Source: an optimization exercise on an open RTL-to-GDS flow (aim: small area, a short achievable clock period and few clock cycles per item). Production flows keep margins and buffers that such runs may drop. Only simulation tests tie the RTL to the original design; equivalence was not proved.

Design bbs_generator, start of the top module:
module bbs_generator(
    input  wire CLOCK_50,
    input  wire res,
    input  wire [63:0] seed,
    output wire [9:0] LEDR,
    output reg  valid,
    output wire [63:0] x_out,
    output wire [6:0] HEX0,
    output wire [6:0] HEX1,
    output wire [6:0] HEX2,
    output wire [6:0] HEX3,
    output wire [6:0] HEX4,
    output wire [6:0] HEX5
);
    reg  [1:0]  phase;       
    reg  [30:0] a_reg, b_reg;
    reg  [30:0] s_reg, bq_reg;
    reg  [23:0] counter;
    wire [63:0] sd = seed & {64{phase == 2'd0}};
    wire [30:0] a_next, b_next, s_next;
    wire [61:0] x;
    sq_mod_p sqp (.a(a_reg), .sd(sd), .r(a_next));
    sq_mod_q sqq (.b(b_reg), .sd(sd), .r(b_next));
    wire b_ge = (&b_reg[30:5]) & (b_reg[4:0] >= 5'd13);
    wire [4:0] b_lo = b_reg[4:0] + 5'd19;
    wire [30:0] b_c = b_ge ? {26'd0, b_lo} : b_reg;
    crt_s    crs (.a(a_reg), .b(b_reg), .ge(b_ge), .s(s_next));
    crt_x    crx (.b(bq_reg), .s(s_reg), .x(x));
    wire x0 = bq_reg[0] ^ s_reg[0];
    wire [23:0] shown = counter + {23'd0, ~x0};
    always @(posedge CLOCK_50 or posedge res) begin
        if (res) begin
            phase   <= 2'd0;
            a_reg   <= 31'd0;
            b_reg   <= 31'd0;
            s_reg   <= 31'd0;
            bq_reg  <= 31'd0;
  ...
Size in the first run: about 180 I/O pins, about 55,000 µm² of cells after synthesis.
==> flow/config.mk <==
export PLATFORM = sky130hd
export DESIGN_NAME = bbs_generator
export DESIGN_NICKNAME = bbs_generator
export VERILOG_FILES = /design/flow/design.v
export SDC_FILE = /design/flow/constraint.sdc
export NUM_CORES = 4
export LEC_CHECK = 0
export CAP_MARGIN = 20
export CORE_MARGIN = 2
export CORE_UTILIZATION = 60
export SETUP_SLACK_MARGIN = 2.5
export SLEW_MARGIN = 20
export SYNTH_HIERARCHICAL = 1
export SYNTH_MINIMUM_KEEP_SIZE = 0
==> flow/constraint.sdc <==
create_clock -name core_clock -period 12.0 [get_ports {CLOCK_50}]
set_input_delay 2.4000 -clock core_clock [delete_from_list [all_inputs] [get_ports {CLOCK_50}]]
set_output_delay 2.4000 -clock core_clock [all_outputs]
set_load 0.01 [all_outputs]
run.sh (not shown) runs the stock make flow with config.mk's settings and CLKGATE_MAP_FILE= SYNTH_SCRIPT=/design/flow/synth_recipe.tcl, a recipe that flattens the netlist after the stock synthesis.
The first run passed the timing, DRC and antenna checks.
Testbench counts at the start, summed over its fixed seeds: cycles 216, numbers 192.
Rerun with:
--- a/flow/design.v
+++ b/flow/design.v
@@ -4491,19 +4491,25 @@
     wire ax_G35_0;
     gc ax_G35_0_c (.gh(ax_G35_32p), .ph(ax_P35_32), .gl(ax_G31_0), .g(ax_G35_0));
     assign ax_G[35] = ax_G35_0;
     assign ax_P[35] = 1'b0;
     wire ax_co = ax_G[35];
     wire [35:0] ax_s = ax_p ^ {ax_G[34:0], 1'b0};
     wire [35:0] L = ax_s;
     wire [4:0] m = 5'd19 - L[35:31];
     wire [5:0] lo = {1'b0, s[4:0]} - {1'b0, m};
-    wire [25:0] hi = s[30:5] - {25'd0, lo[5]};
+    wire [25:0] zeros;
+    assign zeros[0] = 1'b1;
+    genvar gi;
+    generate for (gi = 1; gi < 26; gi = gi + 1) begin : op
+        assign zeros[gi] = zeros[gi-1] & ~s[gi+4];
+    end endgenerate
+    wire [25:0] hi = s[30:5] ^ ({26{lo[5]}} & zeros);
     assign x = {hi, lo[4:0], L[30:0]};
 endmodule
 module decode_7seg(
     input [3:0] in,
     output reg [6:0] seg
 );
     always @(*) begin
         case (in)
             4'h0: seg = ~7'b0111111;
Result:
- area after synthesis hardly moves
- core utilization went down by 0.59 points
- design area went down slightly
- global-route usage stays flat
- setup slack improves by 0.12 ns
- hold slack degrades by 0.0060 ns
- via count went down slightly
Testbench counts after the change, summed over its fixed seeds: cycles 216, numbers 192.

--- another note on this design; it stands on its own ---

Setup of run Z:
==> flow/design.v (excerpt) <==
module bbs_generator(
    input  wire CLOCK_50,
    input  wire res,
    input  wire [63:0] seed,
    output wire [9:0] LEDR,
    output reg  valid,
    output wire [63:0] x_out,
    output wire [6:0] HEX0,
    output wire [6:0] HEX1,
    output wire [6:0] HEX2,
    output wire [6:0] HEX3,
    output wire [6:0] HEX4,
    output wire [6:0] HEX5
);
Size: roughly 5600 cells after synthesis, ~150 flip-flops, ~180 I/O pins, ~62000 sq um of cells after synthesis.
make LEC_CHECK=0 CAP_MARGIN=20 CORE_MARGIN=2 CORE_UTILIZATION=60 SETUP_SLACK_MARGIN=0.5 SLEW_MARGIN=20 SYNTH_HIERARCHICAL=1 SYNTH_MINIMUM_KEEP_SIZE=0 finish   # period 12.0 ns
run.sh (not shown) runs the stock make flow with config.mk's settings and CLKGATE_MAP_FILE= SYNTH_SCRIPT=/design/flow/synth_recipe.tcl, a recipe that flattens the netlist after the stock synthesis.
Testbench counts of run Z, summed over its fixed seeds: cycles 216, numbers 192.
--- input diff run Z..run X ---
Settings: swapping 0.5 for 4.5 in SETUP_SLACK_MARGIN.
## What came out
- Against run Z, worst hold slack across all endpoints in run X came out better.
- On maximum net fanout on the critical path: between run X and run Z, it ends up lower for run X.
- Run Z → run X: stage delay of the slowest cell on the critical path now smaller, final cell count now larger, maximum clock rate now larger, number of search-and-repair iterations in the first detailed-routing pass now larger.


Another version of the RTL of bbs_generator (not shown whole).
For scale: roughly 150 flip-flops, ~180 I/O pins.
make LEC_CHECK=0 CAP_MARGIN=20 CORE_MARGIN=2 CORE_UTILIZATION=60 SETUP_SLACK_MARGIN=3 SLEW_MARGIN=20 SYNTH_HIERARCHICAL=1 SYNTH_MINIMUM_KEEP_SIZE=0 finish   # period 12.0 ns
The baseline ran to the end with no violations.
Testbench counts at the start, summed over its fixed seeds: cycles 216, numbers 192.
==> next run, changes <==
Settings changed: CORE_UTILIZATION 60 to 70, SETUP_SLACK_MARGIN 3 to 2.5.
=> The new run passed the timing, DRC and antenna checks; die area is lower by 14%; setup slack is worse by 410 ps.


Setup of v6:
bbs_generator again, from the RTL that the note above started with.
Settings: LEC_CHECK=0, CAP_MARGIN=20, CORE_MARGIN=2, CORE_UTILIZATION=60, SETUP_SLACK_MARGIN=2, SLEW_MARGIN=20, SYNTH_HIERARCHICAL=1, SYNTH_MINIMUM_KEEP_SIZE=0; clock period 12.0 ns.
Testbench counts of v6, summed over its fixed seeds: cycles 216, numbers 192.
## Diff of input files: v7 against v6
--- a/flow/config.mk
+++ b/flow/config.mk
@@ -9,5 +9,5 @@
 export CORE_MARGIN = 2
 export CORE_UTILIZATION = 60
-export SETUP_SLACK_MARGIN = 2
+export SETUP_SLACK_MARGIN = 2.5
 export SLEW_MARGIN = 20
 export SYNTH_HIERARCHICAL = 1
Results
v7 finished all stages; the layout is clean. Data arrival time of the worst path, v6 and v7, higher one = v6. v6 -> v7: boundary pin count delta 0, exact match.

[port drivers added, routing unchanged]
In the flow no input, the clock included, has a driving cell. The finished layouts below were timed again as built, in two steps.
Step 1 (the two cells are an assumption about what drives the block):
set clk [get_ports {CLOCK_50}]
set_driving_cell -lib_cell sky130_fd_sc_hd__clkbuf_16 $clk
set_driving_cell -lib_cell sky130_fd_sc_hd__buf_2 [delete_from_list [all_inputs] $clk]
Step 2 moves the port delays by t, midway between the first and last clock arrival at a register: inputs arrive t later, outputs are due t later. That takes back most of the time a late clock gives input paths.
Slacks: ideal ports / drivers / drivers and shift; pairs: ideal ports / drivers.
run	shift t [ns]	slack for setup (ns)	worst setup path at the end	worst register clock-pin slew, ns	pins driven straight from the clock port
the first run of note 1	0.540	2.623 / 2.553 / 2.516	input to register	0.08 / 0.08	1
the second run of note 1	0.556	2.747 / 2.747 / 2.469	input to register	0.08 / 0.08	1
run Z	0.591	1.241 / 1.241 / 1.241	register to register	0.09 / 0.09	1
run X	0.590	2.226 / 2.226 / 2.226	register to register	0.10 / 0.10	1
the first run of note 3	0.587	3.002 / 2.928 / 2.813	input to register	0.08 / 0.08	1
the second run of note 3	0.562	2.591 / 2.548 / 2.591	register to register	0.09 / 0.09	1
v6	0.590	2.317 / 2.268 / 2.317	register to register	0.09 / 0.09	1
v7	0.591	2.691 / 2.617 / 2.564	input to register	0.09 / 0.09	1
After both steps setup and hold are still met in every run listed. The setup slack of the second run of note 1, which loses most, moves by 0.000 ns with the drivers and by -0.278 ns with both steps.
